Source: an optimization exercise on an open RTL-to-GDS flow (aim: small area). Production flows keep margins and buffers that such runs may drop. The RTL was checked by simulation tests, not by an equivalence proof against the original design. Power and IR drop assume default switching activity.

### flow/config.mk
export PLATFORM = sky130hd
export DESIGN_NAME = sha2in
export DESIGN_NICKNAME = sha2in
export VERILOG_FILES = /design/flow/design.v
export SDC_FILE = /design/flow/constraint.sdc
export NUM_CORES = 4
export LEC_CHECK = 0
export CAP_MARGIN = 20
export CORE_MARGIN = 2
export CORE_UTILIZATION = 40
export SLEW_MARGIN = 20
### flow/constraint.sdc
create_clock -name core_clock -period 4.0 [get_ports {clk}]
set_input_delay 0.8000 -clock core_clock [delete_from_list [all_inputs] [get_ports {clk}]]
set_output_delay 0.8000 -clock core_clock [all_outputs]
set_load 0.01 [all_outputs]
### flow/design.v
module dec #(parameter w=2)(
	input [w-1:0] s,
	input e,
	output reg [2**w-1:0] o
);
	always @ (*) begin
		o = 0;
		if (e)
  		  o[s] = 1;
	end
endmodule
module rgst #(
	parameter w=8
)(
	input clk, rst_b, ld, clr,
	input [w-1:0] d,
	output reg [w-1:0] q
);
	always @ (posedge clk, negedge rst_b)
		if (!rst_b)			q <= 0;
		else if (clr)			q <= 0;
		else if (ld)			q <= d;
endmodule
module cntr #(parameter w=8)(
	input clk, rst_b,c_up,clr,
	output reg [w-1:0] q
);
	always @ (posedge clk, negedge rst_b)
		if (!rst_b)			q <= 0;
		else if (c_up)			q <= q+1;
		else if (clr)			q <= 0;
endmodule
module pktmux(
  input [63:0] pkt,msg_len,
  input pad_pkt,zero_pkt,mgln_pkt,
  output reg [63:0] o
);
  always @ (*)
    if (pad_pkt == 1)         o=(1<<63);
    else if (zero_pkt == 1)   o=0;
    else if (mgln_pkt == 1)   o=msg_len;
    else                      o=pkt;
endmodule
module regfl(
  input clk,rst_b,we,
  input [2:0] s,
  input [63:0] d,
  output [511:0] q
);
  wire [7:0] dout;
  dec #(.w(3)) inst1(.s(s),.e(we),.o(dout));
  generate
    genvar i;
    for (i=0; i<8; i=i+1) begin:v
      rgst #(.w(64)) gi(.clk(clk),.rst_b(rst_b),.clr(1'b0),.d(d),.ld(dout[i]),
          .q(q[511-i*64:448-i*64]));
    end
  endgenerate
endmodule
module sha2indpath(
  input clk,rst_b,clr,st_pkt,pad_pkt,zero_pkt,mgln_pkt,
  input [63:0] pkt,
  output [2:0] idx,
  output [511:0] blk
);
  wire [63:0] mlen, mout;
  wire [21:0] mlen_r;
  assign mlen = {42'b0, mlen_r};
  pktmux inst1(.pkt(pkt),.pad_pkt(pad_pkt),.zero_pkt(zero_pkt),
      .mgln_pkt(mgln_pkt),.msg_len(mlen),.o(mout));
  regfl inst2(.clk(clk),.rst_b(rst_b),.we(st_pkt),.d(mout),
      .s(idx),.q(blk));
  cntr #(.w(3)) inst3(.clk(clk),.rst_b(rst_b),.clr(clr),.c_up(st_pkt),.q(idx));
  rgst #(.w(22)) inst4(.clk(clk),.rst_b(rst_b),.clr(clr),.q(mlen_r),
      .ld(st_pkt&(~(pad_pkt|zero_pkt|mgln_pkt))),
      .d(mlen_r+22'd64));
endmodule
module sha2inctrl(
  input clk,rst_b,lst_pkt,
  input [2:0] idx,
  output reg st_pkt,pad_pkt,
  output reg zero_pkt,mgln_pkt,
  output reg blk_val,msg_end
);
  localparam START=0,RX_PKT=1,PAD=2,ZERO=3,MGLN=4,MSG_END=5,STOP=6;
  reg [2:0] st,st_nxt;
  always @ (*)
    case(st)
      START,RX_PKT: if (lst_pkt == 0)             st_nxt=RX_PKT;
                    else                          st_nxt=PAD;
      PAD,ZERO:     if (idx == 6)                 st_nxt=MGLN;
                    else                          st_nxt=ZERO;
      MGLN:                                       st_nxt=MSG_END;
      MSG_END,STOP:                               st_nxt=STOP;
      default:                                    st_nxt=STOP;
    endcase
  always @ (*) begin
    blk_val=0;
    msg_end=0;
    st_pkt=0;
    pad_pkt=0;
    zero_pkt=0;
    mgln_pkt=0;
    case(st)
      START: begin
        st_pkt=1; end
      RX_PKT: begin
        st_pkt=1;
        if (idx == 0)
          blk_val=1; end
      PAD: begin
        st_pkt=1;
        pad_pkt=1;
        if (idx == 0)
          blk_val=1; end
      ZERO: begin
        st_pkt=1;
        zero_pkt=1;
        if (idx == 0)
          blk_val=1; end
      MGLN: begin
        st_pkt=1;
        mgln_pkt=1; end
      MSG_END: begin
        blk_val=1;
        msg_end=1; end
    endcase
  end
  always @ (posedge clk, negedge rst_b)
    if (rst_b == 0)                                 st<=START;
    else                                            st<=st_nxt;
endmodule
module sha2in(
  input clk,rst_b,lst_pkt,
  input [63:0] pkt,
  output [511:0] blk,
  output blk_val,msg_end
);
  wire [2:0] idx;
  wire st_pkt,pad_pkt,zero_pkt,mgln_pkt;
  sha2inctrl ctrl(.clk(clk),.rst_b(rst_b),.lst_pkt(lst_pkt),.idx(idx),
      .st_pkt(st_pkt),.pad_pkt(pad_pkt),.zero_pkt(zero_pkt),
      .mgln_pkt(mgln_pkt),.blk_val(blk_val),.msg_end(msg_end));
  sha2indpath dpath(.clk(clk),.rst_b(rst_b),.clr(1'b0),.st_pkt(st_pkt),
      .pad_pkt(pad_pkt),.zero_pkt(zero_pkt),.mgln_pkt(mgln_pkt),
      .pkt(pkt),.idx(idx),.blk(blk));
endmodule
### flow/run.sh
#!/bin/bash
# synth_recipe.tcl (not shown) runs the flow's synth.tcl, then flattens the netlist and writes it again
# the make line also repeats each setting of config.mk as NAME=value (left out here)
make -C /OpenROAD-flow-scripts/flow DESIGN_CONFIG=/design/flow/config.mk WORK_HOME=/design/flow/orfs CLKGATE_MAP_FILE= SYNTH_SCRIPT=/design/flow/synth_recipe.tcl finish
==> impl_metrics.tcl, run 1 <==
set metrics [dict create \
    status "finished clean" \
    synth-edff-count 0 \
    maxSlewViolCount 0 \
    syn-num-nets 1931 \
    timing.rr.start "dpath.inst3.q[0]" \
    hpwl_um 46860 \
    synth_flop_cell "dfrtp_1" \
    post_drt_wl_per_cell_um 21.69 \
    relSlewSlack_pct 30.01 \
    period_share_pct 85.25 \
    die-area_um2 51520 \
    numCtsBuffers 56 \
    worstRegToRegCells 7 \
    path_buf_inv 1 \
    cp-startpoint "ctrl.st[1]" \
    rsz0062_at_grt "false" \
    setup_tns_ps 0 \
    final_util_pct 57.39 \
    cp.arrival_ps 2610 \
    max_cap_violations 0 \
    hold_viol 0 \
    die_h_um 227.0 \
    clk_path_buf_depth 3 \
    setup_violations 0 \
    synth.yosys.warnings 6 \
    drc 0 \
    max_freq_mhz 293.2 \
    rows 81 \
    rrSetupSlack_ps 1190 \
    endpoint "blk_val" \
    max-vdd-ir-drop_mv 0.4084 \
    cts_setup_buffers 0 \
    synth_area_leaders "dfrtp_1 67%, o21ai_0 11%, nand2_1 9.8%" \
    critPathTopFamily "flip-flops" \
    grt_overflow 0 \
    clk_latency_ps 600 \
    syn-cell-area_um2 19890 \
    grt_pass1_wl_um 100200 \
    avgSynthCellArea_um2 10.71 \
    grt_max_degree 89 \
    period_needed_ps 3410 \
    critPathKind "reg2out" \
    gp_congestion 0.8464 \
    first_global_vias 15544 \
    htreeDepth 2 \
    via_per_inst 5.022 \
    worst-path-stages 3 \
    drtAntennaViolNets 0 \
    clock_skew_ps 10.24 \
    async_flop_share_pct 100.0 \
    cp-start-kind "register" \
    ys_seq_area_share_pct 67.20 \
    portBuffers 580 \
    power.static_leakage_nw 12.59 \
    antenna_found_initial 3 \
    cts.reportedPaths.clkPinSlew_ps 60 \
    grt.total_usage_pct 26.04 \
    num_antenna_cells 0 \
    r2r-end "dpath.inst2.v[0].gi.q[46]" \
    cp_max_fo 17 \
    yosys.area.top_type_share_pct 67.20 \
    crit_slowest_cell "dfrtp_1" \
    synth_area_leader_cell "dfrtp_1" \
    core-area_um2 49050 \
    areaGrowthSynthToFinish_pct 41.56 \
    vias 15548 \
    drt_pass1_iterations 5 \
    nFillCells 4330 \
    fp.dieW_um 227.0 \
    postSynthCellCount 1857 \
    tritoncts "built" \
    nets 2469 \
    io-pin-count 581 \
    worst_pin_slew_ps 1050 \
    endpoint_kind "primary output" \
    power_density_nw_per_um2 721.0 \
    crit_required_ps 3200 \
    cts_resized 0 \
    clockRootBuffer "clkbuf_16" \
    hold_path_class "in2async" \
    p_total_mw 20.30 \
    first_iter_violations 796 \
    ctsHoldBuffers 0 \
    critPathMaxStageDelay_ps 740 \
    synth-seq-cells 534 \
    wl_um 67160 \
    drive_above_1_share_pct 6.990 \
    path_cells "nor2_2 -> a211oi_1 -> clkdlybuf4s50_1" \
    whs_ps 177.7 \
    clock_sinks 534 \
    start_util_pct 40.54 \
    yosysUniqueCellTypes 41 \
]
-- per-layer routing --
metal	vias up	GRT usage (%)	wire [um]
li1	7328	-	-
met1	7572	32.15	26600
met2	485	41.60	31620
met3	157	8.325	5507
met4	6	12.57	3387
met5	-	0	41
-- cells in the final DEF, fill, tap and decap left out, types with 13 or more instances in the layout --
cell type	synthesis	layout
nand3_2	19	19
nand2_1	520	520
buf_4	2	23
o21ai_0	419	419
xnor2_1	14	14
clkdlybuf4s50_1	0	579
clkbuf_8	0	13
nand3_4	11	13
a22o_1	16	16
dfrtp_1	534	534
clkbuf_16	0	57
nand3_1	26	24
o21ai_1	95	95
-- final cells by class --
type | instances | area [um2] | area share (%)
sequential | 534 | 13360 | 47.47
clock inverter | 15 | 203.9 | 0.7245
clock buffer | 80 | 1643 | 5.836
tap | 664 | 830.8 | 2.951
timing repair buffer | 612 | 6163 | 21.89
inverter | 4 | 15.01 | 0.05334
multi-input combinational | 1187 | 5932 | 21.07
-- how the worst min path moves through the flow --
stage	slack [ps]	depth (start not counted)	endpoint	start
floorplan	450	1	dpath.inst4.q[21]	dpath.inst4.q[21]
global placement	460	2	dpath.inst2.v[1].gi.q[8]	dpath.inst2.v[1].gi.q[8]
detailed placement	470	2	dpath.inst2.v[2].gi.q[14]	dpath.inst2.v[2].gi.q[14]
CTS	200	1	dpath.inst2.v[6].gi.q[17]	rst_b
global route	220	1	dpath.inst2.v[5].gi.q[13]	rst_b
finish	180	1	dpath.inst2.v[6].gi.q[16]	rst_b
-- cells in the mapped netlist (2+ instances only) --
master / instances
buf_1: 8
clkbuf_1: 47
xnor2_1: 14
nor2_1: 8
a22oi_1: 5
inv_1: 4
o21ai_0: 419
nand4_1: 5
nand3_1: 26
and3_1: 4
xor2_1: 3
nor2b_1: 2
buf_8: 3
ha_1: 7
a22oi_2: 11
nand2_1: 520
dfrtp_1: 534
nand3b_1: 2
o21ai_1: 95
nand3_4: 11
a22o_1: 16
nand3_2: 19
and4_1: 3
buf_4: 2
nand2b_1: 3
buf_2: 71
-- worst register-to-register path: stages (launching register included) --
cell       delay, ps
dfrtp_1          440
inv_1            120
ha_1             230
ha_1             420
nand4bb_4        750
buf_12           460
nand2_1          160
o21ai_0           90
-- flip-flops by register name, summed over array words and instances, names as in the netlist --
name	count
dpath.inst3.q	3
dpath.inst2.v.gi.q	512
ctrl.st	3
dpath.inst4.q	16
-- kinds of logic (layout without fill, tap and decap cells) --
| logic type | Yosys count | count (layout) | synth area share [%] |
|---|---|---|---|
| xor gates and xnor gates | 17 | 17 | 0.7487 |
| muxes | 1 | 1 | 0.05662 |
| adders and majority gates | 7 | 7 | 0.4404 |
| DFF | 534 | 534 | 67.20 |
| buffers and inverters | 136 | 711 | 3.259 |
| and+or+nand+nor | 611 | 611 | 13.55 |
| AOI/OAI and AO/OA | 551 | 551 | 14.75 |
-- power breakdown --
group	switching (mW)	internal [mW]	leakage, nW
Clock	2.14	3.15	0.918
Combinational	3.25	3.59	4.57
Sequential	1.04	7.13	7.10
Total	6.43	13.9	12.6
-- metrics by stage --
step | worst slack, ps | instance area [um2] | cells
final | 589.9 | 28150 | 3096
after global routing | 437.7 | 28150 | 3096
after CTS | 515.2 | 28150 | 3096
after detailed placement | 1157 | 26300 | 3001
after global placement | 1266 | 26300 | 3001
after floorplan | 1995 | 19890 | 1857
==> run 2: changes to the inputs <==
==> flow/design.v (replaced) <==
module sha2in(
  input clk,rst_b,lst_pkt,
  input [63:0] pkt,
  output [511:0] blk,
  output blk_val,msg_end
);
  localparam DATA=2'd0, PAD=2'd1, ZERO=2'd2, STOP=2'd3;
  reg [1:0] st;
  reg [2:0] idx;       
  reg [15:0] n;        
  reg bv;
  reg [511:0] sr;
  wire data = (st == DATA);
  wire mgln = (st == ZERO) & (&idx);
  wire [63:0] w = data ? pkt : {st == PAD, 41'b0, mgln ? n : 16'b0, 6'b0};
  always @(posedge clk)
    sr <= {sr[447:0], w};
  assign blk = sr;
  always @(posedge clk or negedge rst_b)
    if (!rst_b) begin
      st <= DATA;
      idx <= 3'd0;
      n <= 16'd0;
      bv <= 1'b0;
    end else begin
      idx <= idx + 3'd1;
      if (data) n <= n + 16'd1;
      bv <= (&idx) & (st != STOP);
      case (st)
        DATA: if (lst_pkt) st <= PAD;
        PAD:  st <= ZERO;
        ZERO: if (&idx) st <= STOP;
        default: ;
      endcase
    end
  assign blk_val = bv;
  assign msg_end = bv & (st == STOP);
endmodule
--- a/flow/config.mk
+++ b/flow/config.mk
@@ -7,5 +7,8 @@
 export LEC_CHECK = 0
 export CAP_MARGIN = 20
 export CORE_MARGIN = 2
-export CORE_UTILIZATION = 40
+export CORE_UTILIZATION = 70
+export CTS_BUF_LIST = sky130_fd_sc_hd__clkbuf_4
+export CTS_CLUSTER_DIAMETER = 60
+export CTS_CLUSTER_SIZE = 20
 export SLEW_MARGIN = 20
==> run 2 against run 1 <==
  * The run now fails in 3_2_place_iop
  * Synthesized area fell by 41%
  * Synthesized cell count fell by 64%
==> impl_metrics.tcl, run 2 <==
set metrics [dict create \
    ys_seq_area_share_pct 91.60 \
    syn-num-nets 744 \
    rows 47 \
    avgSynthCellArea_um2 17.63 \
    synth-edff-count 0 \
    postSynthCellCount 669 \
    async_flop_share_pct 4.120 \
    yosysMostFrequentCell "dfxtp_1" \
    start_util_pct 71.36 \
    synth_area_leaders "dfxtp_1 87%, dfrtp_1 4.7%, and2_1 2.5%" \
    die_h_um 133.8 \
    yosysUniqueCellTypes 22 \
    toolErrorMsg "[ERROR PPL-0024] Number of IO pins (581) exceeds maximum number of available positions (478). Increase the die perimeter from 535.14um to 790.16um." \
    syn-cell-area_um2 11790 \
    ys_top_cells_by_count "512 x dfxtp_1, 48 x and2_1, 22 x dfrtp_1, 16 x a22o_1, 11 x xor2_1" \
    synth-seq-cells 534 \
    status "did not finish" \
    fp.dieW_um 133.8 \
    lastStage "3_2_place_iop" \
    synth_area_leader_cell "dfxtp_1" \
    synth.yosys.warnings 1 \
    yosys.area.top_type_share_pct 86.93 \
    synth_flop_cell "dfxtp_1" \
]
==> run 2: logic make-up after synthesis <==
family	synth area share (%)
xor+xnor	1.114
mux	0.3714
compound gates	1.316
fa+ha+maj	0.8489
flops	91.60
buf+inv	0.5093
simple gates	4.244
==> run 3: changes to the inputs <==
==> flow/config.mk (replaced) <==
export PLATFORM = sky130hd
export DESIGN_NAME = sha2in
export DESIGN_NICKNAME = sha2in
export VERILOG_FILES = /design/flow/design.v
export SDC_FILE = /design/flow/constraint.sdc
export NUM_CORES = 4
export LEC_CHECK = 0
export CAP_MARGIN = 20
export CORE_MARGIN = 2
export CORE_UTILIZATION = 40
export SLEW_MARGIN = 20
==> run 3 against run 2 <==
  * The run now finishes clean
  * Synthesized area unchanged
  * Synthesized cell count unchanged
==> impl_metrics.tcl, run 3 <==
set metrics [dict create \
    vias 7112 \
    power.share.combinational_pct 0.7 \
    use_met1_pct 25.20 \
    wl_um 39730 \
    fp.dieW_um 175.7 \
    clock_skew_ps 23.83 \
    period_share_pct 66.64 \
    portBuffers 580 \
    max_freq_mhz 375.2 \
    synth.yosys.warnings 1 \
    power.static_leakage_nw 7.712 \
    grt.busiest_layer "met2" \
    max-vdd-ir-drop_mv 0.3808 \
    via_per_inst 4.137 \
    setup_violations 0 \
    async_flop_share_pct 4.120 \
    grt_max_degree 38 \
    grt.total_usage_pct 24.75 \
    drc 0 \
    top_register "sr" \
    critPathKind "reg2out" \
    cp-start-kind "register" \
    met3_usage_pct 12.51 \
    power_density_nw_per_um2 511.3 \
    ys_top_cells_by_count "512 x dfxtp_1, 48 x and2_1, 22 x dfrtp_1, 16 x a22o_1, 11 x xor2_1" \
    regArea_um2 10800 \
    period_needed_ps 2665 \
    p_switching_mw 1.917 \
    power_frac_clock_pct 46.6 \
    synth_area_leaders "dfxtp_1 87%, dfrtp_1 4.7%, and2_1 2.5%" \
    synth-edff-count 0 \
    nFillCells 2119 \
    clk_path_buf_depth 3 \
    post_drt_wl_per_cell_um 23.11 \
    rrSetupSlack_ps 1800 \
    rows 62 \
    postSynthCellCount 669 \
    ys_seq_area_share_pct 91.60 \
    cts_setup_buffers 0 \
    synth_flop_cell "dfxtp_1" \
    cts_resized 0 \
    p_sw_share_pct 19.00 \
    cp-startpoint "st[0]" \
    first_global_vias 7060 \
    areaGrowthSynthToFinish_pct 67.33 \
    numCtsBuffers 51 \
    die-area_um2 30870 \
    clk_latency_ps 560 \
    rsz0062_at_grt "false" \
    ctsHoldBuffers 0 \
    core-area_um2 28860 \
    drt_pass1_iterations 4 \
    syn-num-nets 744 \
    hold_viol 0 \
    setup_tns_ps 0 \
    synth-seq-cells 534 \
    top_regs "sr x512, n x16, idx x3" \
    cp.arrival_ps 1870 \
    seq_power_share_pct 52.7 \
    worstRegToRegCells 5 \
    grt_use_met2_pct 43.45 \
    maxSlewViolCount 0 \
    grt_overflow 0 \
    cp_max_fo 4 \
    timing.rr.start "st[0]" \
    hold_path_class "in2async" \
    endpoint_kind "primary output" \
    htreeDepth 2 \
    avgSynthCellArea_um2 17.63 \
    largest_reg_flops 512 \
    r2r-end "st[1]" \
    gp_congestion 0.8960 \
    clock_sinks 534 \
    cts.reportedPaths.clkPinSlew_ps 60 \
    multiInputGateArea_um2 933.4 \
    postPlaceCellArea_um2 18050 \
    io-pin-count 581 \
    start_util_pct 40.86 \
    die_h_um 175.7 \
    worst_pin_slew_ps 714.8 \
    status "finished clean" \
    internal_power_mw 8.172 \
    relSlewSlack_pct 52.34 \
    first_iter_violations 279 \
    max_cap_violations 0 \
    antenna_found_initial 9 \
    crit_required_ps 3200 \
    clockRootBuffer "clkbuf_16" \
    nets 1369 \
    yosysUniqueCellTypes 22 \
    hpwl_um 32610 \
    syn-cell-area_um2 11790 \
    mostFrequentLayoutCell "clkdlybuf4s50_1" \
    grt_pass1_wl_um 53310 \
    tritoncts "built" \
    synth_area_leader_cell "dfxtp_1" \
    final_area_um2 19730 \
    yosysMostFrequentCell "dfxtp_1" \
    drtAntennaViolNets 0 \
    yosys.area.top_type_share_pct 86.93 \
    drive_above_1_share_pct 6.782 \
    final_cell_mix "579 x clkdlybuf4s50_1, 512 x dfxtp_1, 53 x clkbuf_16" \
]
[run 3: cell counts after synthesis]
Identical to the previous run, type by type.
[run 3: cell type report]
cell class,instances,area share (%)
inverter,6,0.1141
tap,384,2.435
sequential,534,54.74
clock inverter,8,0.5327
multi-input combinational,120,4.731
antenna,8,0.1015
clock buffer,78,7.908
timing repair buffer,581,29.44
[run 3: how the worst max path moves through the flow]
stage / endpoint / slack, ps
global route: msg_end / 1220
finish: msg_end / 1330
global placement: st[1] / 1810
floorplan: st[1] / 2420
CTS: msg_end / 1310
detailed placement: st[1] / 1770
[run 3: power by group through the flow]
stage | clock network (mW) | registers (mW) | logic [mW]
global route | 5.00 | 5.32 | 0.0715
detailed placement | 0 | 5.44 | 0.0675
floorplan | 0 | 5.44 | 0.000315
CTS | 4.77 | 5.32 | 0.0679
finish | 4.70 | 5.32 | 0.0666
global placement | 0 | 5.44 | 0.0669
[run 3: cell families (layout without fill, tap and decap cells)]
group | Yosys count | after routing | share of synthesized area [%]
AO/OA/AOI/OAI | 17 | 17 | 1.316
XOR/XNOR | 15 | 15 | 1.114
adder cells (fa/ha/maj) | 8 | 8 | 0.8489
buffers and inverters | 15 | 673 | 0.5093
flip-flops | 534 | 534 | 91.60
multiplexers | 4 | 4 | 0.3714
other | 0 | 8 | 0
AND/OR/NAND/NOR | 76 | 76 | 4.244
[run 3: metal layers]
layer	part of all wire, %	routed length, um	up-vias
met5	0.053	21	-
met4	3.4	1343	4
met3	12	4576	76
met2	50	20030	323
met1	35	13760	3309
li1	-	-	3400
[run 3: worst max-delay path: stages, from the launching register on]
cell,delay [ps]
dfrtp_1,400
ha_1,230
and2_1,150
clkdlybuf4s50_1,540
[run 3: stage by stage]
stage / setup slack, ps / instances / power [mW] / hold WS [ps] / utilization (%)
6_report: 1335 / 1719 / 10.09 / 218.2 / 68.37
5_1_grt: 1222 / 1712 / 10.39 / 238.4 / 68.31
4_1_cts: 1311 / 1711 / 10.16 / 340.0 / 68.32
3_5_place_dp: 1767 / 1625 / 5.506 / 333.8 / 62.55
3_3_place_gp: 1814 / 1625 / 5.505 / 331.9 / 62.55
2_1_floorplan: 2416 / 669 / 5.439 / 381.7 / -
==> run 4: changes to the inputs <==
==> flow/flow/run.sh (new file) <==
#!/bin/bash
# Standard layout, with the port buffers made from the smallest buffer cell
# (buf_1) instead of the one buffer_ports picks by default.
set -euo pipefail
export BUFFER_PORTS_ARGS="-buffer_cell sky130_fd_sc_hd__buf_1"
bash standard.sh > standard.log 2>&1
==> flow/standard.sh (new file) <==
#!/bin/bash
# synth_recipe.tcl (not shown) runs the flow's synth.tcl, then flattens the netlist and writes it again
# the make line also repeats each setting of config.mk as NAME=value (left out here)
make -C /OpenROAD-flow-scripts/flow DESIGN_CONFIG=/design/flow/config.mk WORK_HOME=/design/flow/orfs CLKGATE_MAP_FILE= SYNTH_SCRIPT=/design/flow/synth_recipe.tcl "${@:-finish}"
--- a/flow/config.mk
+++ b/flow/config.mk
@@ -8,4 +8,7 @@
 export CAP_MARGIN = 20
 export CORE_MARGIN = 2
 export CORE_UTILIZATION = 40
+export CTS_BUF_LIST = sky130_fd_sc_hd__clkbuf_8
+export CTS_CLUSTER_DIAMETER = 50
+export CTS_CLUSTER_SIZE = 20
 export SLEW_MARGIN = 20
removed: flow/run.sh
==> run 4 against run 3 <==
  * Clock power down 42%
  * Flip-flop and latch count unchanged
  * Critical path depth unchanged
  * First-iteration DRC count down 3.2%
  * Core utilization down 16 points
  * Final area down 23%
  * Count of clock-buffer cells in the layout down 36
  * Die area unchanged
  * Sequential power about the same
==> impl_metrics.tcl, run 4 <==
set metrics [dict create \
    endpoint_kind "primary output" \
    final_cell_mix "580 x buf_1, 512 x dfxtp_1, 48 x and2_1" \
    nFillCells 2602 \
    syn-cell-area_um2 11790 \
    clk_path_buf_depth 3 \
    tritoncts "built" \
    avgSynthCellArea_um2 17.63 \
    post_drt_wl_per_cell_um 20.06 \
    synth-seq-cells 534 \
    hpwl_um 27790 \
    syn-num-nets 744 \
    async_flop_share_pct 4.120 \
    multiInputGateArea_um2 933.4 \
    areaGrowthSynthToFinish_pct 28.72 \
    p_total_mw 8.088 \
    max-vdd-ir-drop_mv 0.3499 \
    drc 0 \
    synth_flop_cell "dfxtp_1" \
    timing.rr.start "st[1]" \
    postSynthCellCount 669 \
    worst_pin_slew_ps 677.4 \
    fp.dieW_um 175.7 \
    die_h_um 175.7 \
    hold_path_class "in2async" \
    postPlaceCellArea_um2 14430 \
    clk_latency_ps 560 \
    core-area_um2 28860 \
    worstRegToRegCells 5 \
    relSlewSlack_pct 54.79 \
    clock_sinks 534 \
    drtAntennaViolNets 0 \
    io-pin-count 581 \
    instances_no_fill 1687 \
    yosysMostFrequentCell "dfxtp_1" \
    period_share_pct 58.00 \
    grt.total_usage_pct 20.50 \
    portBuffers 580 \
    power_density_nw_per_um2 532.9 \
    top_regs "sr x512, n x16, idx x3" \
    crit_required_ps 3200 \
    maxSlewViolCount 0 \
    via_per_inst 4.104 \
    period_needed_ps 2320 \
    rows 62 \
    wl_um 33840 \
    dp_cells 1626 \
    largest_reg_flops 512 \
    critPathKind "reg2out" \
    grt_max_degree 47 \
    r2r-end "n[14]" \
    cts_resized 0 \
    cp.arrival_ps 1520 \
    first_iter_violations 270 \
    ys_top_cells_by_count "512 x dfxtp_1, 48 x and2_1, 22 x dfrtp_1, 16 x a22o_1, 11 x xor2_1" \
    first_global_vias 6796 \
    start_util_pct 40.86 \
    synth_area_leader_cell "dfxtp_1" \
    vias 6923 \
    hold_viol 0 \
    setup_tns_ps 0 \
    final_util_pct 52.60 \
    clock_skew_ps 25.61 \
    place_ws_ps 2035 \
    synth_area_leaders "dfxtp_1 87%, dfrtp_1 4.7%, and2_1 2.5%" \
    top_register "sr" \
    final_area_um2 15180 \
    nets 1357 \
    ctsHoldBuffers 0 \
    max_freq_mhz 431.0 \
    yosysUniqueCellTypes 22 \
    antenna_found_initial 2 \
    drt_pass1_iterations 4 \
    regArea_um2 10800 \
    cts_setup_buffers 0 \
    whs_ps 195.9 \
    grt_pass1_wl_um 45680 \
    mostFrequentLayoutCell "buf_1" \
    cts.reportedPaths.clkPinSlew_ps 110 \
    drive_above_1_share_pct 5.453 \
    gp_congestion 0.9076 \
    rsz0062_at_grt "false" \
    setup_slack_ps 1680 \
    cp-start-kind "register" \
    clockRootBuffer "clkbuf_8" \
    setup_violations 0 \
    status "finished clean" \
    power.static_leakage_nw 5.969 \
    htreeDepth 2 \
    synth-edff-count 0 \
    max_cap_violations 0 \
    cp-startpoint "st[0]" \
    ys_seq_area_share_pct 91.60 \
    yosys.area.top_type_share_pct 86.93 \
    synth.yosys.warnings 1 \
    numCtsBuffers 38 \
    die-area_um2 30870 \
    rrSetupSlack_ps 2000 \
    cp_max_fo 4 \
    grt_overflow 0 \
]
==> run 4: cell counts after synthesis <==
Identical to the previous run, type by type.
==> run 4: critical path, cell delays in order (launching register included) <==
cell and delay [ps]:
dfrtp_1 430, ha_1 250, and2_1 150, buf_1 140
==> run 4: worst max path at each step <==
| stage | endpoint | slack [ps] | depth (start not counted) |
|---|---|---|---|
| final | msg_end | 1680 | 3 |
| after global routing | msg_end | 1550 | 3 |
| after CTS | msg_end | 1640 | 3 |
| after detailed placement | n[14] | 2040 | 5 |
| after global placement | n[14] | 2100 | 5 |
| after floorplan | st[1] | 2420 | 3 |
==> run 4: layout make-up <==
| type | count | area share (%) |
|---|---|---|
| repair buffers | 582 | 14.44 |
| diodes | 1 | 0.01649 |
| flip-flops and latches | 534 | 71.16 |
| inverters | 6 | 0.1484 |
| clock inverters | 18 | 1.113 |
| multi-input cells | 120 | 6.150 |
| well taps | 384 | 3.165 |
| clock buffers | 42 | 3.808 |
==> run 4: cell families after synthesis <==
family,Yosys count,synth area share [%]
AND/OR/NAND/NOR,76,4.244
flip-flops,534,91.60
AO/OA/AOI/OAI,17,1.316
multiplexers,4,0.3714
adder cells (fa/ha/maj),8,0.8489
buffers and inverters,15,0.5093
XOR/XNOR,15,1.114
==> run 4: power breakdown <==
| group | total (mW) | internal (mW) | switching (mW) |
|---|---|---|---|
| registers | 5.32 | 5.32 | 0 |
| clock network | 2.74 | 1.04 | 1.71 |
| logic | 0.0277 | 0.0150 | 0.0128 |
| total | 8.09 | 6.37 | 1.72 |
==> run 4: per-layer routing <==
layer	vias to the layer above	share of wire (%)	routed length, um	global-route usage, %
li1	3349	-	-	-
met4	0	2.1	695	5.785
met5	-	0	0	0
met2	307	49	16600	34.99
met3	42	9.0	3061	7.251
met1	3225	40	13480	24.49
==> run 5: changes to the inputs <==
--- a/flow/config.mk
+++ b/flow/config.mk
@@ -8,7 +8,7 @@
 export CAP_MARGIN = 20
 export CORE_MARGIN = 2
 export CORE_UTILIZATION = 40
-export CTS_BUF_LIST = sky130_fd_sc_hd__clkbuf_8
-export CTS_CLUSTER_DIAMETER = 50
-export CTS_CLUSTER_SIZE = 20
+export CTS_BUF_LIST = sky130_fd_sc_hd__clkbuf_16
+export CTS_CLUSTER_DIAMETER = 60
+export CTS_CLUSTER_SIZE = 30
 export SLEW_MARGIN = 20
==> run 5 against run 4 <==
  * Still clean
  * Synthesized area unchanged
  * Final area up 3.1%
  * Non-clock buffer count unchanged
  * Worst setup slack worse by 20 ps
  * Clock power up 37%
  * Critical endpoint unchanged
  * Highest routed layer unchanged
==> impl_metrics.tcl, run 5 <==
set metrics [dict create \
    status "finished clean" \
    place_ws_ps 2035 \
    clock_skew_ps 23.97 \
    gp_congestion 0.9076 \
    instances_no_fill 1686 \
    synth-edff-count 0 \
    nets 1350 \
    clockRootBuffer "clkbuf_16" \
    grt_overflow 0 \
    ys_seq_area_share_pct 91.60 \
    rows 62 \
    final_util_pct 54.24 \
    max-vdd-ir-drop_mv 0.4711 \
    critPathKind "reg2out" \
    htreeDepth 1 \
    period_needed_ps 2340 \
    hold_path_class "in2async" \
    avgSynthCellArea_um2 17.63 \
    start_util_pct 40.86 \
    cp-start-kind "register" \
    setup_violations 0 \
    final_cell_mix "580 x buf_1, 512 x dfxtp_1, 48 x and2_1" \
    first_global_vias 6782 \
    largest_reg_flops 512 \
    drtAntennaViolNets 0 \
    synth_area_leaders "dfxtp_1 87%, dfrtp_1 4.7%, and2_1 2.5%" \
    drc 0 \
    numCtsBuffers 31 \
    antenna_found_initial 2 \
    setup_slack_ps 1660 \
    syn-cell-area_um2 11790 \
    whs_ps 175.0 \
    cts_resized 0 \
    max_cap_violations 0 \
    yosysMostFrequentCell "dfxtp_1" \
    crit_required_ps 3200 \
    yosys.area.top_type_share_pct 86.93 \
    cts_setup_buffers 0 \
    async_flop_share_pct 4.120 \
    postSynthCellCount 669 \
    mostFrequentLayoutCell "buf_1" \
    dp_cells 1626 \
    relSlewSlack_pct 56.02 \
    rsz0062_at_grt "false" \
    setup_tns_ps 0 \
    synth_flop_cell "dfxtp_1" \
    synth_area_leader_cell "dfxtp_1" \
    cp.arrival_ps 1540 \
    first_iter_violations 257 \
    power.static_leakage_nw 6.153 \
    portBuffers 580 \
    hold_viol 0 \
    power_density_nw_per_um2 581.4 \
    multiInputGateArea_um2 933.4 \
    regArea_um2 10800 \
    io-pin-count 581 \
    synth.yosys.warnings 1 \
    grt_max_degree 47 \
    clock_sinks 534 \
    via_per_inst 4.125 \
    drive_above_1_share_pct 5.615 \
    core-area_um2 28860 \
    maxSlewViolCount 0 \
    cts.reportedPaths.clkPinSlew_ps 100 \
    hpwl_um 27790 \
    grt.total_usage_pct 20.47 \
    fp.dieW_um 175.7 \
    ys_top_cells_by_count "512 x dfxtp_1, 48 x and2_1, 22 x dfrtp_1, 16 x a22o_1, 11 x xor2_1" \
    tritoncts "built" \
    top_regs "sr x512, n x16, idx x3" \
    yosysUniqueCellTypes 22 \
    clk_latency_ps 580 \
    max_freq_mhz 427.3 \
    worst_pin_slew_ps 659.0 \
    grt_pass1_wl_um 45860 \
    die_h_um 175.7 \
    synth-seq-cells 534 \
    post_drt_wl_per_cell_um 20.11 \
    top_register "sr" \
    drt_pass1_iterations 5 \
    ctsHoldBuffers 0 \
    areaGrowthSynthToFinish_pct 32.75 \
    cp_max_fo 4 \
    period_share_pct 58.51 \
    endpoint_kind "primary output" \
    clk_path_buf_depth 3 \
    die-area_um2 30870 \
    vias 6955 \
    syn-num-nets 744 \
    nFillCells 2531 \
    wl_um 33910 \
]
## run 5: changes by cell type in the layout (fill, tap and decap cells not counted)
cell	previous run	this run
inv_12	2	1
diode_2	1	2
clkbuf_16	0	31
inv_6	4	8
inv_1	10	6
inv_16	0	2
clkinv_16	0	6
clkbuf_8	42	0
clkinv_8	3	1
inv_8	0	2
bufinv_16	0	2
## run 5: cell families after synthesis
group / Yosys count / share of synthesized area (%)
flip-flops: 534 / 91.60
AND/OR/NAND/NOR: 76 / 4.244
AO/OA/AOI/OAI: 17 / 1.316
XOR/XNOR: 15 / 1.114
buffers and inverters: 15 / 0.5093
adder cells (fa/ha/maj): 8 / 0.8489
multiplexers: 4 / 0.3714
## run 5: per-stage QoR
step / area, um2 / total power [mW]
floorplan: 11790 / 5.439
global placement: 14430 / 5.467
detailed placement: 14430 / 5.467
CTS: 15650 / 9.161
global route: 15650 / 9.372
finish: 15650 / 9.100
## run 5: layout make-up
type	count	area share (%)
multi-input cells	120	5.963
flip-flops and latches	534	69.00
diodes	2	0.03197
clock inverters	27	2.830
clock buffers	31	4.956
well taps	384	3.070
inverters	6	0.1439
repair buffers	582	14.00
## run 5: per-layer routing
layer	global-route usage (%)	share of wire, %
met5	0	0
met4	5.062	2.3
met3	6.905	8.5
met2	35.40	49
met1	24.58	40
## run 5: path summary, 6_finish.rpt
| kind | from | endpoint | slack, ps | cells after the start |
|---|---|---|---|---|
| worst min-delay path | rst_b | n[0] | 180 | 2 |
| min in group core_clock | sr[326] | sr[390] | 330 | 0 |
| worst max register to register | st[1] | n[14] | 2010 | 5 |
| worst min register to register | sr[326] | sr[390] | 330 | 0 |
| max in group asynchronous | rst_b | n[14] | 3580 | 2 |
| worst max-delay path | st[0] | msg_end | 1660 | 3 |
## run 5: report_power, final
group / internal [mW] / total, mW / switching [mW]
logic: 0.0150 / 0.0276 / 0.0126
registers: 5.32 / 5.32 / 0
clock network: 1.73 / 3.76 / 2.03
## run 5: critical path: stages, from the launching register on
cell and delay, ps:
dfrtp_1 420, ha_1 250, and2_1 150, buf_1 140
==> run 6: changes to the inputs <==
==> flow/flow/run.sh (replaced) <==
#!/bin/bash
# Standard layout, with the port buffers made from the smallest buffer cell
# (buf_1) and the clock tree built without dummy loads.
set -euo pipefail
export BUFFER_PORTS_ARGS="-buffer_cell sky130_fd_sc_hd__buf_1"
export CTS_ARGS="-sink_clustering_enable -repair_clock_nets -dont_use_dummy_load -buf_list sky130_fd_sc_hd__clkbuf_8 -sink_clustering_size 20 -sink_clustering_max_diameter 50"
bash standard.sh > standard.log 2>&1
--- a/flow/config.mk
+++ b/flow/config.mk
@@ -8,7 +8,4 @@
 export CAP_MARGIN = 20
 export CORE_MARGIN = 2
 export CORE_UTILIZATION = 40
-export CTS_BUF_LIST = sky130_fd_sc_hd__clkbuf_16
-export CTS_CLUSTER_DIAMETER = 60
-export CTS_CLUSTER_SIZE = 30
 export SLEW_MARGIN = 20
==> run 6 against run 5 <==
  * Die area unchanged
  * Clock power is 37% lower
  * Synthesized cell count stayed put
  * Count of clock-buffer cells in the layout grew 7
  * Critical path type unchanged
==> impl_metrics.tcl, run 6 <==
set metrics [dict create \
    period_needed_ps 2283 \
    ys_seq_area_share_pct 91.60 \
    multiInputGateArea_um2 933.4 \
    worst_pin_slew_ps 674.2 \
    hpwl_um 27790 \
    grt_max_degree 47 \
    rsz0062_at_grt "false" \
    synth_fa_ha_area_share_pct 0.8489 \
    drtAntennaViolNets 0 \
    synth_top_family_by_area "simple AND/OR/NAND/NOR gates" \
    avgSynthCellArea_um2 17.63 \
    yosysUniqueCellTypes 22 \
    regArea_um2 10800 \
    worstRegToRegCells 5 \
    mostFrequentLayoutCell "buf_1" \
    clockRootBuffer "clkbuf_8" \
    max-vdd-ir-drop_mv 0.3265 \
    setup_tns_ps 0 \
    ctsHoldBuffers 0 \
    maxSlewViolCount 0 \
    final_area_um2 14950 \
    max_cap_violations 0 \
    syn-cell-area_um2 11790 \
    clock_skew_ps 61.06 \
    first_global_vias 6805 \
    cts.reportedPaths.clkPinSlew_ps 90 \
    critPathKind "reg2out" \
    power_density_nw_per_um2 515.4 \
    cp.arrival_ps 1480 \
    rows 62 \
    synthXorXnorAreaFrac_pct 1.114 \
    drive_above_1_share_pct 4.141 \
    via_per_inst 4.137 \
    die-area_um2 30870 \
    setup_violations 0 \
    post_drt_wl_per_cell_um 20.25 \
    synth_area_leader_cell "dfxtp_1" \
    cp-start-kind "register" \
    ys_top_cells_by_count "512 x dfxtp_1, 48 x and2_1, 22 x dfrtp_1, 16 x a22o_1, 11 x xor2_1" \
    max_freq_mhz 438.0 \
    synth_mux_area_share_pct 0.3714 \
    io-pin-count 581 \
    syn-num-nets 744 \
    htreeDepth 2 \
    yosysMostFrequentCell "dfxtp_1" \
    grt.total_usage_pct 20.48 \
    grt_pass1_wl_um 45630 \
    nFillCells 2618 \
    die_h_um 175.7 \
    tritoncts "built" \
    first_iter_violations 253 \
    top_register "sr" \
    drt_pass1_iterations 4 \
    async_flop_share_pct 4.120 \
    final_cell_mix "580 x buf_1, 512 x dfxtp_1, 48 x and2_1" \
    endpoint_kind "primary output" \
    wl_um 33720 \
    drc 0 \
    clk_path_buf_depth 3 \
    clock_sinks 534 \
    period_share_pct 57.08 \
    cts_resized 0 \
    postPlaceCellArea_um2 14430 \
    synth-edff-count 0 \
    status "finished clean" \
    top_regs "sr x512, n x16, idx x3" \
    cts_setup_buffers 0 \
    cp_max_fo 4 \
    fp.dieW_um 175.7 \
    areaGrowthSynthToFinish_pct 26.82 \
    synth_flop_cell "dfxtp_1" \
    relSlewSlack_pct 55.01 \
    portBuffers 580 \
    hold_path_class "in2async" \
    synth-seq-cells 534 \
    synthSimpleGateAreaFrac_pct 4.244 \
    clk_latency_ps 560 \
    synth.yosys.warnings 1 \
    crit_required_ps 3200 \
    core-area_um2 28860 \
    largest_reg_flops 512 \
    grt_overflow 0 \
    synth_area_leaders "dfxtp_1 87%, dfrtp_1 4.7%, and2_1 2.5%" \
    vias 6888 \
    postSynthCellCount 669 \
    gp_congestion 0.9076 \
    numCtsBuffers 38 \
    hold_viol 0 \
    synth-compound-area-share_pct 1.316 \
    power.static_leakage_nw 5.853 \
    yosys.area.top_type_share_pct 86.93 \
    nets 1357 \
    start_util_pct 40.86 \
    antenna_found_initial 2 \
]
run 6: changes by cell type in the layout (fill, tap and decap cells not counted), sizes merged:
cell and change:
clkinv -10, bufinv -2, diode -1, clkinvlp -2, inv -13, clkbuf +7
run 6: area by class of cell:
type                       instances  share of cell area [%]
antenna                            1                 0.01673
clock buffer                      38                   3.497
inverter                           6                  0.1506
multi-input combinational        120                   6.242
sequential                       534                   72.22
tap                              384                   3.213
timing repair buffer             582                   14.66
run 6: routing by layer:
| metal | wire (um) | global-route usage (%) | vias up |
|---|---|---|---|
| li1 | - | - | 3325 |
| met1 | 13320 | 24.28 | 3196 |
| met2 | 16540 | 34.92 | 316 |
| met3 | 3079 | 7.208 | 51 |
| met4 | 789 | 6.336 | 0 |
| met5 | 0 | 0 | - |
run 6: kinds of logic after synthesis:
group / after synthesis
fa+ha+maj: 8
buf+inv: 15
mux: 4
compound gates: 17
xor+xnor: 15
simple gates: 76
flops: 534
run 6: worst paths after layout:
check,from,to,slack (ps)
min in group core_clock,sr[98],sr[162],300
min reg2reg,sr[98],sr[162],300
max,st[0],msg_end,1720
max reg2reg,st[1],n[14],2000
min,rst_b,n[0],230
max in group asynchronous,rst_b,n[14],3500
run 6: power breakdown:
group / switching, mW / internal [mW]
clock network: 1.50 / 0.858
logic: 0.0127 / 0.0150
registers: 0 / 5.32
total: 1.52 / 6.19
run 6: worst max-delay path, cell delays in order, from the launching register on:
cell and delay [ps]:
dfrtp_1 420, ha_1 250, and2_1 150, buf_1 140
run 6: per-stage QoR:
stage               hold WS [ps]  total power, mW  worst slack (ps)  utilization, %  cells
finish                     226.8            7.707              1717           51.82   1665
global route               221.7            7.967              1583           51.81   1664
CTS                        209.9            7.771              1678           51.81   1664
detailed placement         333.6            5.467              2035           50.00   1626
global placement           330.7            5.467              2104           50.00   1626
floorplan                  381.7            5.439              2416               -    669
==> run 7: changes to the inputs <==
==> flow/flow/run.sh (replaced) <==
#!/bin/bash
# Standard layout, with the port buffers made from the smallest buffer cell
# (buf_1) and the clock tree built without dummy loads.
set -euo pipefail
export BUFFER_PORTS_ARGS="-buffer_cell sky130_fd_sc_hd__buf_1"
export CTS_ARGS="-sink_clustering_enable -repair_clock_nets -dont_use_dummy_load -buf_list sky130_fd_sc_hd__clkbuf_4 -sink_clustering_size 12 -sink_clustering_max_diameter 40"
bash standard.sh > standard.log 2>&1
--- a/flow/config.mk
+++ b/flow/config.mk
@@ -5,6 +5,7 @@
 export SDC_FILE = /design/flow/constraint.sdc
 export NUM_CORES = 4
 export LEC_CHECK = 0
+export ABC_AREA = 1
 export CAP_MARGIN = 20
 export CORE_MARGIN = 2
 export CORE_UTILIZATION = 40
==> run 7 against run 6 <==
  * Still clean on timing, DRC and antenna
  * Die area is 1.8% higher
  * Clock skew grew 20 ps
  * Fmax decreased by 2.6%
  * Via count increased by 8.4%
  * Critical path depth rose by 1
  * Synthesized cell count up 18%
  * Total power is 2.9% lower
  * Count of clock-buffer cells in the layout rose by 18
  * Critical endpoint unchanged
  * Largest cell class unchanged
  * Highest routed layer is now met5
==> impl_metrics.tcl, run 7 <==
set metrics [dict create \
    status "finished clean" \
    hpwl_um 26420 \
    ys_seq_area_share_pct 89.97 \
    seq_power_share_pct 71.1 \
    synth-seq-cells 534 \
    synth_mux_area_share_pct 0 \
    dp_cells 1752 \
    post_drt_wl_per_cell_um 18.12 \
    setup_slack_ps 1657 \
    wl_um 32880 \
    synth_flop_cell "dfxtp_1" \
    tritoncts "built" \
    grt_pass1_wl_um 45420 \
    instances_no_fill 1814 \
    synth_area_leaders "dfxtp_1 85%, dfrtp_1 4.6%, nand2_1 3.2%" \
    final_util_pct 51.02 \
    period_needed_ps 2343 \
    portBuffers 580 \
    synthSimpleGateAreaFrac_pct 4.586 \
    top_register "sr" \
    relSlewSlack_pct 57.54 \
    final_cell_mix "580 x buf_1, 512 x dfxtp_1, 103 x nand2_1" \
    avgSynthCellArea_um2 15.18 \
    yosysUniqueCellTypes 23 \
    fp.dieW_um 177.2 \
    start_util_pct 40.61 \
    nets 1496 \
    cts_resized 0 \
    endpoint_kind "primary output" \
    drc 0 \
    syn-num-nets 866 \
    synth_fa_ha_area_share_pct 0.8339 \
    power.share.combinational_pct 0.4 \
    worstRegToRegCells 7 \
    worstHoldEndpoint "sr[23]" \
    timing.rr.start "st[1]" \
    postSynthCellCount 791 \
    synth-edff-count 0 \
    rrSetupSlack_ps 1830 \
    grt_overflow 0 \
    clk_path_buf_depth 3 \
    core-area_um2 29560 \
    vias 7464 \
    internal_power_mw 5.976 \
    hold_viol 0 \
    grt.total_usage_pct 19.79 \
    syn-cell-area_um2 12000 \
    synth_area_leader_cell "dfxtp_1" \
    place_ws_ps 1846 \
    first_global_vias 7257 \
    rsz0062_at_grt "false" \
    critPathKind "reg2out" \
    async_flop_share_pct 4.120 \
    worst_pin_slew_ps 637.0 \
    htreeDepth 2 \
    final_area_um2 15080 \
    critPathMaxStageDelay_ps 430 \
    postPlaceCellArea_um2 14640 \
    gp_congestion 0.8469 \
    areaGrowthSynthToFinish_pct 25.63 \
    drive_above_1_share_pct 4.581 \
    ys_top_cells_by_count "512 x dfxtp_1, 103 x nand2_1, 68 x inv_1, 22 x dfrtp_1, 17 x nor2_1" \
    largest_reg_flops 512 \
    yosys.area.top_type_share_pct 85.39 \
    max_cap_violations 0 \
    io-pin-count 581 \
    yosysMostFrequentCell "dfxtp_1" \
    crit_required_ps 3200 \
    max_freq_mhz 426.7 \
    setup_tns_ps 0 \
    cp.arrival_ps 1540 \
    cp_max_fo 5 \
    setup_violations 0 \
    p_switching_mw 1.504 \
    hold_path_class "in2reg" \
    min_path_cells 3 \
    synth.yosys.warnings 1 \
    antenna_found_initial 4 \
    die_h_um 177.2 \
    maxSlewViolCount 0 \
    hp-start "pkt[23]" \
    numCtsBuffers 56 \
    synthXorXnorAreaFrac_pct 0.7296 \
    power_density_nw_per_um2 496.0 \
    mostFrequentLayoutCell "buf_1" \
    cts.reportedPaths.clkPinSlew_ps 120 \
    synth-compound-area-share_pct 1.230 \
    period_share_pct 58.58 \
    via_per_inst 4.115 \
    synth_top_family_by_area "simple AND/OR/NAND/NOR gates" \
    cp-start-kind "register" \
    clockRootBuffer "clkbuf_4" \
    die-area_um2 31410 \
    clock_skew_ps 81.32 \
    rows 63 \
    r2r-end "n[13]" \
    drt_pass1_iterations 4 \
    path_cells "ha_1 -> nand2_1 -> inv_1 -> buf_1" \
    clk_latency_ps 710 \
    drtAntennaViolNets 0 \
    power_frac_clock_pct 28.5 \
    top_regs "sr x512, n x16, idx x3" \
    grt_max_degree 55 \
    power.static_leakage_nw 6.233 \
    crit_slowest_cell "dfrtp_1" \
    p_sw_share_pct 20.11 \
    clock_sinks 534 \
    max-vdd-ir-drop_mv 0.3465 \
    first_iter_violations 328 \
]
-- run 7: worst max path at each step --
stage | from | to | slack (ps) | cells after the start
2_1_floorplan | st[0] | msg_end | 2460 | 3
3_3_place_gp | st[0] | n[6] | 1940 | 7
3_5_place_dp | st[1] | n[12] | 1850 | 6
4_1_cts | st[0] | msg_end | 1570 | 4
5_1_grt | st[0] | msg_end | 1490 | 4
6_report | st[0] | msg_end | 1660 | 4
-- run 7: repair_timing --
| item | 4_1_cts | 5_1_grt |
|---|---|---|
| hold buffers | 1 | 0 |
| endpoints found under the hold margin | 3 | 0 |
| setup buffers | 0 | 0 |
-- run 7: per-layer routing --
layer | wire, um | track usage [%] | vias to the layer above | share of wire [%]
li1 | - | - | 3658 | -
met2 | 16460 | 34.47 | 333 | 50
met3 | 3204 | 6.959 | 63 | 9.7
met4 | 772 | 6.095 | 2 | 2.3
met1 | 12430 | 22.74 | 3408 | 38
met5 | 13 | 0 | - | 0.040
-- run 7: final cells by class --
type | count | area [um2]
well taps | 390 | 488.0
multi-input cells | 177 | 898.4
inverters | 69 | 259.0
repair buffers | 583 | 2202
fillers | 2715 | 14480
flip-flops and latches | 534 | 10800
diodes | 5 | 12.51
clock buffers | 56 | 420.4
-- run 7: power by group through the flow --
stage	logic, mW	registers [mW]	clock network [mW]
after floorplan	0.0000116	5.44	0
after CTS	0.0327	5.32	2.22
after global routing	0.0368	5.32	2.42
after global placement	0.0324	5.44	0
final	0.0321	5.32	2.13
after detailed placement	0.0318	5.44	0
-- run 7: kinds of logic after synthesis --
family | count (synthesis)
adder cells (fa/ha/maj) | 8
flip-flops | 534
buffers and inverters | 80
XOR/XNOR | 10
AND/OR/NAND/NOR | 135
AO/OA/AOI/OAI | 24
-- run 7: metrics by stage --
step           power (mW)  hold slack (ps)
5_1_grt             7.777            173.4
4_1_cts             7.574            175.8
3_3_place_gp        5.471            331.3
3_5_place_dp        5.470            333.0
6_report            7.481            256.7
2_1_floorplan       5.438            381.7
-- run 7: worst max-delay path, delay by kind of cell (launching register included) --
| kind | cells | cell delay [ps] |
|---|---|---|
| buffers and inverters | 2 | 190 |
| and+or+nand+nor | 1 | 70 |
| adders and majority gates | 1 | 230 |
| DFF | 1 | 430 |
==> run 8: changes to the inputs <==
--- a/flow/config.mk
+++ b/flow/config.mk
@@ -5,7 +5,6 @@
 export SDC_FILE = /design/flow/constraint.sdc
 export NUM_CORES = 4
 export LEC_CHECK = 0
-export ABC_AREA = 1
 export CAP_MARGIN = 20
 export CORE_MARGIN = 2
 export CORE_UTILIZATION = 40
==> run 8 against run 7 <==
  * Core utilization increased by 0.53 points
  * Hold slack gained 25 ps
  * Sequential power hardly changed
==> impl_metrics.tcl, run 8 <==
set metrics [dict create \
    syn-num-nets 744 \
    power_frac_clock_pct 28.8 \
    r2r-end "n[14]" \
    relSlewSlack_pct 56.18 \
    clock_skew_ps 78.07 \
    grt_overflow 0 \
    tritoncts "built" \
    period_share_pct 62.09 \
    die_h_um 175.7 \
    io-pin-count 581 \
    crit_required_ps 3200 \
    first_iter_violations 232 \
    worst_pin_slew_ps 656.6 \
    top_regs "sr x512, n x16, idx x3" \
    rrSetupSlack_ps 1970 \
    async_flop_share_pct 4.120 \
    drt_pass1_iterations 4 \
    ys_top_cells_by_count "512 x dfxtp_1, 48 x and2_1, 22 x dfrtp_1, 16 x a22o_1, 11 x xor2_1" \
    status "finished clean" \
    fp.dieW_um 175.7 \
    instances_no_fill 1688 \
    portBuffers 580 \
    syn-cell-area_um2 11790 \
    seq_power_share_pct 70.8 \
    synth-edff-count 0 \
    wl_um 33920 \
    numCtsBuffers 57 \
    grt_max_degree 47 \
    ys_seq_area_share_pct 91.60 \
    postSynthCellCount 669 \
    setup_slack_ps 1517 \
    yosys.area.top_type_share_pct 86.93 \
    drive_above_1_share_pct 5.538 \
    min_path_cells 2 \
    synth_flop_cell "dfxtp_1" \
    largest_reg_flops 512 \
    synth-seq-cells 534 \
    hp-start "pkt[51]" \
    start_util_pct 40.86 \
    endpoint_kind "primary output" \
    grt.busiest_layer "met2" \
    first_global_vias 6978 \
    htreeDepth 2 \
    die-area_um2 30870 \
    synth.yosys.warnings 1 \
    drtAntennaViolNets 0 \
    power.static_leakage_nw 5.846 \
    setup_violations 0 \
    p_switching_mw 1.521 \
    max-vdd-ir-drop_mv 0.2974 \
    post_drt_wl_per_cell_um 20.09 \
    grt_pass1_wl_um 46100 \
    critPathKind "reg2out" \
    period_needed_ps 2483 \
    hpwl_um 27790 \
    hold_viol 0 \
    maxSlewViolCount 0 \
    power_density_nw_per_um2 504.7 \
    p_sw_share_pct 20.25 \
    synth_area_leader_cell "dfxtp_1" \
    gp_congestion 0.9076 \
    cp-start-kind "register" \
    avgSynthCellArea_um2 17.63 \
    worstRegToRegCells 5 \
    power.share.combinational_pct 0.4 \
    setup_tns_ps 0 \
    clk_latency_ps 700 \
    rows 62 \
    max_freq_mhz 402.7 \
    core-area_um2 28860 \
    final_util_pct 51.55 \
    met3_usage_pct 7.641 \
    cp.arrival_ps 1680 \
    areaGrowthSynthToFinish_pct 26.17 \
    grt_use_met2_pct 35.15 \
    synth_area_leaders "dfxtp_1 87%, dfrtp_1 4.7%, and2_1 2.5%" \
    use_met1_pct 24.27 \
    clk_path_buf_depth 3 \
    antenna_found_initial 3 \
    mostFrequentLayoutCell "buf_1" \
    clock_sinks 534 \
    internal_power_mw 5.987 \
    place_ws_ps 2035 \
    final_cell_mix "580 x buf_1, 512 x dfxtp_1, 57 x clkbuf_4" \
    vias 7040 \
    yosysUniqueCellTypes 22 \
    max_cap_violations 0 \
    cts.reportedPaths.clkPinSlew_ps 120 \
    via_per_inst 4.171 \
    nets 1377 \
    worstHoldEndpoint "sr[51]" \
    clockRootBuffer "clkbuf_4" \
    timing.rr.start "st[1]" \
    rsz0062_at_grt "false" \
    dp_cells 1626 \
    yosysMostFrequentCell "dfxtp_1" \
    drc 0 \
    grt.total_usage_pct 20.71 \
    cts_resized 0 \
    top_register "sr" \
    cp_max_fo 4 \
    hold_path_class "in2reg" \
    nFillCells 2630 \
]
-- run 8: cell count changes in the layout (fill, tap and decap cells not counted), sizes merged, moves of 4 or more --
cell,before,now
nor2,19,5
o31ai,10,0
o21ai,10,0
nand2,104,6
nand3,8,4
inv,69,6
a22o,0,16
xnor2,0,4
and2,0,48
nor4,0,4
-- run 8: stage by stage --
step,power (mW),area (um2),hold slack [ps]
5_1_grt,7.805,14870,191.6
4_1_cts,7.588,14870,192.2
2_1_floorplan,5.439,11790,381.7
3_3_place_gp,5.467,14430,330.7
6_report,7.508,14880,281.8
3_5_place_dp,5.467,14430,333.6
-- run 8: final cells by class --
cell class / count / area, um2 / share of cell area [%]
Clock buffer: 57 / 427.9 / 2.876
Tap cell: 384 / 480.5 / 3.230
Timing Repair Buffer: 583 / 2202 / 14.80
Multi-Input combinational cell: 120 / 933.4 / 6.274
Inverter: 6 / 22.52 / 0.1514
Sequential cell: 534 / 10800 / 72.60
Antenna cell: 4 / 10.01 / 0.06728
-- run 8: cell families after synthesis --
| group | after synthesis | share of synthesized area (%) |
|---|---|---|
| AOI/OAI and AO/OA | 17 | 1.316 |
| xor gates and xnor gates | 15 | 1.114 |
| adders and majority gates | 8 | 0.8489 |
| buffers and inverters | 15 | 0.5093 |
| DFF | 534 | 91.60 |
| muxes | 4 | 0.3714 |
| and+or+nand+nor | 76 | 4.244 |
-- run 8: worst max path at each step --
stage                 start  endpoint  cells after the start
finish                st[0]   msg_end                      3
global route          st[1]   msg_end                      3
CTS                   st[0]   msg_end                      3
detailed placement    st[1]     n[14]                      5
global placement      st[0]     n[14]                      5
floorplan           lst_pkt     st[1]                      3
-- run 8: timing repair --
item / CTS / global route
setup buffers: 0 / 0
hold buffers: 1 / 0
hold endpoints to repair: 8 / 0
-- run 8: layer usage --
metal / vias to the layer above / routed length (um)
li1: 3398 / -
met4: 0 / 818
met3: 58 / 3110
met1: 3259 / 13350
met5: - / 0
met2: 325 / 16640
-- run 8: power groups by stage --
stage	Combinational, mW	Sequential, mW	Clock, mW
floorplan	0.000315	5.44	0
global placement	0.0284	5.44	0
detailed placement	0.0283	5.44	0
global route	0.0321	5.32	2.45
CTS	0.0291	5.32	2.24
finish	0.0284	5.32	2.16
-- run 8: critical path, cell delays in order, from the launching register on --
cell and delay, ps:
dfrtp_1 430, ha_1 250, and2_1 150, buf_1 140
==> run 9: changes to the inputs <==
==> flow/design.v (replaced) <==
module sha2in(
  input clk,rst_b,lst_pkt,
  input [63:0] pkt,
  output [511:0] blk,
  output blk_val,msg_end
);
  reg d, z;
  reg [2:0] idx;       
  reg [15:0] n;        
  reg bv;
  reg [511:0] sr;
  wire last = &idx;
  wire mgln = ~d & z & last;
  wire [63:0] w = d ? pkt : {~z, 41'b0, mgln ? n : 16'b0, 6'b0};
  always @(posedge clk)
    sr <= {sr[447:0], w};
  assign blk = sr;
  always @(posedge clk or negedge rst_b)
    if (!rst_b) begin
      d <= 1'b1;
      z <= 1'b0;
      idx <= 3'd0;
      n <= 16'd0;
      bv <= 1'b0;
    end else begin
      idx <= idx + 3'd1;
      n <= n + {15'd0, d};
      bv <= last & ~(d & z);
      d <= d ? (z | ~lst_pkt) : (z & last);
      z <= z | ~d;
    end
  assign blk_val = bv;
  assign msg_end = bv & d & z;
endmodule
==> flow/flow/run.sh (replaced) <==
#!/bin/bash
# Standard layout, with the port buffers made from the smallest buffer cell
# (buf_1) and the clock tree built without dummy loads.
set -euo pipefail
export BUFFER_PORTS_ARGS="-buffer_cell sky130_fd_sc_hd__buf_1"
export CTS_ARGS="-sink_clustering_enable -repair_clock_nets -dont_use_dummy_load -buf_list sky130_fd_sc_hd__clkbuf_4 -sink_clustering_size 10 -sink_clustering_max_diameter 30"
bash standard.sh > standard.log 2>&1
==> run 9 against run 8 <==
  * Critical endpoint unchanged
  * Critical path depth is 1 lower
  * Largest power group unchanged
  * Still clean on timing, DRC and antenna
  * Sequential power up 9.6%
  * Wire length down 6.4%
  * Final cell count up 1.1%
  * Clock power grew 19%
  * Critical path type unchanged
  * Die area shrank 1.3%
  * Largest cell class unchanged
  * Synthesized area is 1.3% lower
  * Final area up 0.35%
==> impl_metrics.tcl, run 9 <==
set metrics [dict create \
    grt_pass1_wl_um 44380 \
    synth-edff-count 0 \
    postSynthCellCount 659 \
    drtAntennaViolNets 0 \
    largest_reg_flops 512 \
    power.static_leakage_nw 6.031 \
    synth.yosys.warnings 1 \
    worstRegToRegCells 5 \
    clock_skew_ps 102.3 \
    yosysMostFrequentCell "dfxtp_1" \
    gp_congestion 0.8833 \
    wl_um 31750 \
    drive_above_1_share_pct 7.051 \
    postPlaceCellArea_um2 14260 \
    hold_viol 0 \
    cts_resized 0 \
    fp.dieW_um 174.5 \
    rows 62 \
    synth-seq-cells 534 \
    hpwl_um 25280 \
    clockRootBuffer "clkbuf_4" \
    max_freq_mhz 365.7 \
    ys_seq_area_share_pct 92.86 \
    crit_required_ps 3200 \
    cp-start-kind "register" \
    io-pin-count 581 \
    top_register "sr" \
    grt_max_degree 47 \
    clock_sinks 534 \
    portBuffers 580 \
    period_needed_ps 2734 \
    period_share_pct 68.36 \
    nets 1393 \
    antenna_found_initial 4 \
    avgSynthCellArea_um2 17.65 \
    cts.reportedPaths.clkPinSlew_ps 80 \
    rsz0062_at_grt "false" \
    synth_area_leader_cell "dfxtp_1" \
    syn-cell-area_um2 11630 \
    whs_ps 78.17 \
    final_area_um2 14930 \
    grt.total_usage_pct 19.90 \
    setup_violations 0 \
    max-vdd-ir-drop_mv 0.3684 \
    drc 0 \
    ys_top_cells_by_count "512 x dfxtp_1, 47 x and2_1, 21 x dfrtp_1, 16 x a22o_1, 9 x xnor2_1" \
    first_global_vias 7070 \
    p_total_mw 8.904 \
    timing.rr.start "d" \
    nFillCells 2553 \
    via_per_inst 4.190 \
    vias 7148 \
    mostFrequentLayoutCell "buf_1" \
    htreeDepth 3 \
    cts_setup_buffers 0 \
    start_util_pct 40.53 \
    setup_tns_ps 0 \
    status "finished clean" \
    cp.arrival_ps 1930 \
    grt_overflow 0 \
    relSlewSlack_pct 54.10 \
    first_iter_violations 238 \
    max_cap_violations 0 \
    drt_pass1_iterations 4 \
    ctsHoldBuffers 0 \
    synth_area_leaders "dfxtp_1 88%, dfrtp_1 4.5%, and2_1 2.5%" \
    final_cell_mix "579 x buf_1, 512 x dfxtp_1, 88 x clkbuf_4" \
    critPathKind "reg2out" \
    async_flop_share_pct 4.120 \
    core-area_um2 28700 \
    yosys.area.top_type_share_pct 88.11 \
    syn-num-nets 731 \
    tritoncts "built" \
    yosysUniqueCellTypes 22 \
    hold_path_class "in2async" \
    endpoint_kind "primary output" \
    rrSetupSlack_ps 1980 \
    die-area_um2 30460 \
    numCtsBuffers 88 \
    power_density_nw_per_um2 596.4 \
    post_drt_wl_per_cell_um 18.61 \
    areaGrowthSynthToFinish_pct 28.34 \
    die_h_um 174.5 \
    clk_path_buf_depth 3 \
    clk_latency_ps 700 \
    maxSlewViolCount 0 \
    r2r-end "n[10]" \
    cp_max_fo 27 \
    synth_flop_cell "dfxtp_1" \
    top_regs "sr x512, n x16, idx x3" \
    worst_pin_slew_ps 687.7 \
]
## run 9: cell types whose count changed after synthesis, moves of 4 or more
| cell | previous run | this run |
|---|---|---|
| xnor2_1 | 4 | 9 |
| xor2_1 | 11 | 5 |
| nor4_2 | 4 | 0 |
| nand3_1 | 3 | 7 |
## run 9: worst max-delay path by stage
stage / slack [ps] / from / to
2_1_floorplan: 2030 / d / msg_end
3_3_place_gp: 1930 / d / msg_end
3_5_place_dp: 1950 / d / msg_end
4_1_cts: 1150 / d / msg_end
5_1_grt: 1070 / d / msg_end
6_report: 1270 / d / msg_end
## run 9: through the flow
stage / cells / utilization, % / setup WS [ps]
2_1_floorplan: 659 / - / 2034
3_3_place_gp: 1615 / 49.68 / 1935
3_5_place_dp: 1615 / 49.69 / 1954
4_1_cts: 1703 / 51.99 / 1153
5_1_grt: 1704 / 52.00 / 1069
6_report: 1706 / 52.01 / 1266
## run 9: where the power goes
group	leakage (nW)	switching, mW	internal [mW]
combinational	1.02	0.329	0.173
sequential	4.60	0.196	5.63
clock	0.405	1.57	1.01
total	6.03	2.09	6.81
## run 9: cell type report
class                           count  area [um2]  share of cell area (%)
Clock buffer                       88       660.6                   4.425
Timing Repair Buffer              581        2186                   14.64
Multi-Input combinational cell    113       782.0                   5.238
Inverter                            3       11.26                 0.07543
Sequential cell                   534       10800                   72.35
Antenna cell                        3       7.507                 0.05029
Tap cell                          384       480.5                   3.218
## run 9: logic make-up after synthesis
family | after synthesis | share of synthesized area, %
AO/OA/AOI/OAI | 20 | 1.398
XOR/XNOR | 14 | 1.054
adder cells (fa/ha/maj) | 5 | 0.5378
buffers and inverters | 12 | 0.4194
flip-flops | 534 | 92.86
AND/OR/NAND/NOR | 74 | 3.732
## run 9: metal layers
| metal | share of wire (%) | track usage, % |
|---|---|---|
| met1 | 39 | 22.01 |
| met2 | 50 | 34.67 |
| met3 | 8.5 | 7.480 |
| met4 | 2.5 | 7.743 |
| met5 | 0 | 0 |
## run 9: worst max-delay path: stages (launching register included)
cell and delay (ps):
dfstp_2 850, and3_1 240, buf_1 160

## what the ideal ports hide
The results above use ideal ports. As a check the final layouts listed here were re-extracted and re-timed, cells and wires unchanged. Step 1 sets driving cells, clkbuf_16 on the clock port and buf_2 on the other inputs (assumed; they add their load-dependent delay and slew). Step 2 moves the port delays by t, midway between the first and last clock arrival at a register: inputs arrive t later, outputs are due t later. That takes back most of the time a late clock gives input paths. a / b / c = no drivers / after step 1 / after step 2; a / b = the first two.
| run | t, ns | setup WS [ns] | worst hold slack (ns) | worst data-port slew with drivers (ns) | pins driven straight from the clock port |
|---|---|---|---|---|---|
| run 1 | 0.649 | 0.590 / 0.535 / 1.184 | 0.178 / 0.171 / 0.474 | 0.08 | 1 |
| run 3 | 0.597 | 1.335 / 1.287 / 1.801 | 0.218 / 0.208 / 0.342 | 0.10 | 1 |
| run 4 | 0.589 | 1.680 / 1.637 / 2.002 | 0.196 / 0.174 / 0.340 | 0.07 | 1 |
| run 5 | 0.615 | 1.660 / 1.613 / 2.014 | 0.175 / 0.150 / 0.330 | 0.07 | 1 |
| run 6 | 0.570 | 1.717 / 1.674 / 2.004 | 0.227 / 0.205 / 0.299 | 0.07 | 1 |
| run 7 | 0.710 | 1.657 / 1.609 / 1.826 | 0.257 / 0.243 / 0.294 | 0.10 | 1 |
| run 8 | 0.709 | 1.517 / 1.473 / 1.974 | 0.282 / 0.265 / 0.292 | 0.07 | 1 |
| run 9 | 0.699 | 1.266 / 1.216 / 1.914 | 0.078 / 0.062 / 0.267 | 0.13 | 1 |
After both steps setup and hold are still met in every run listed.
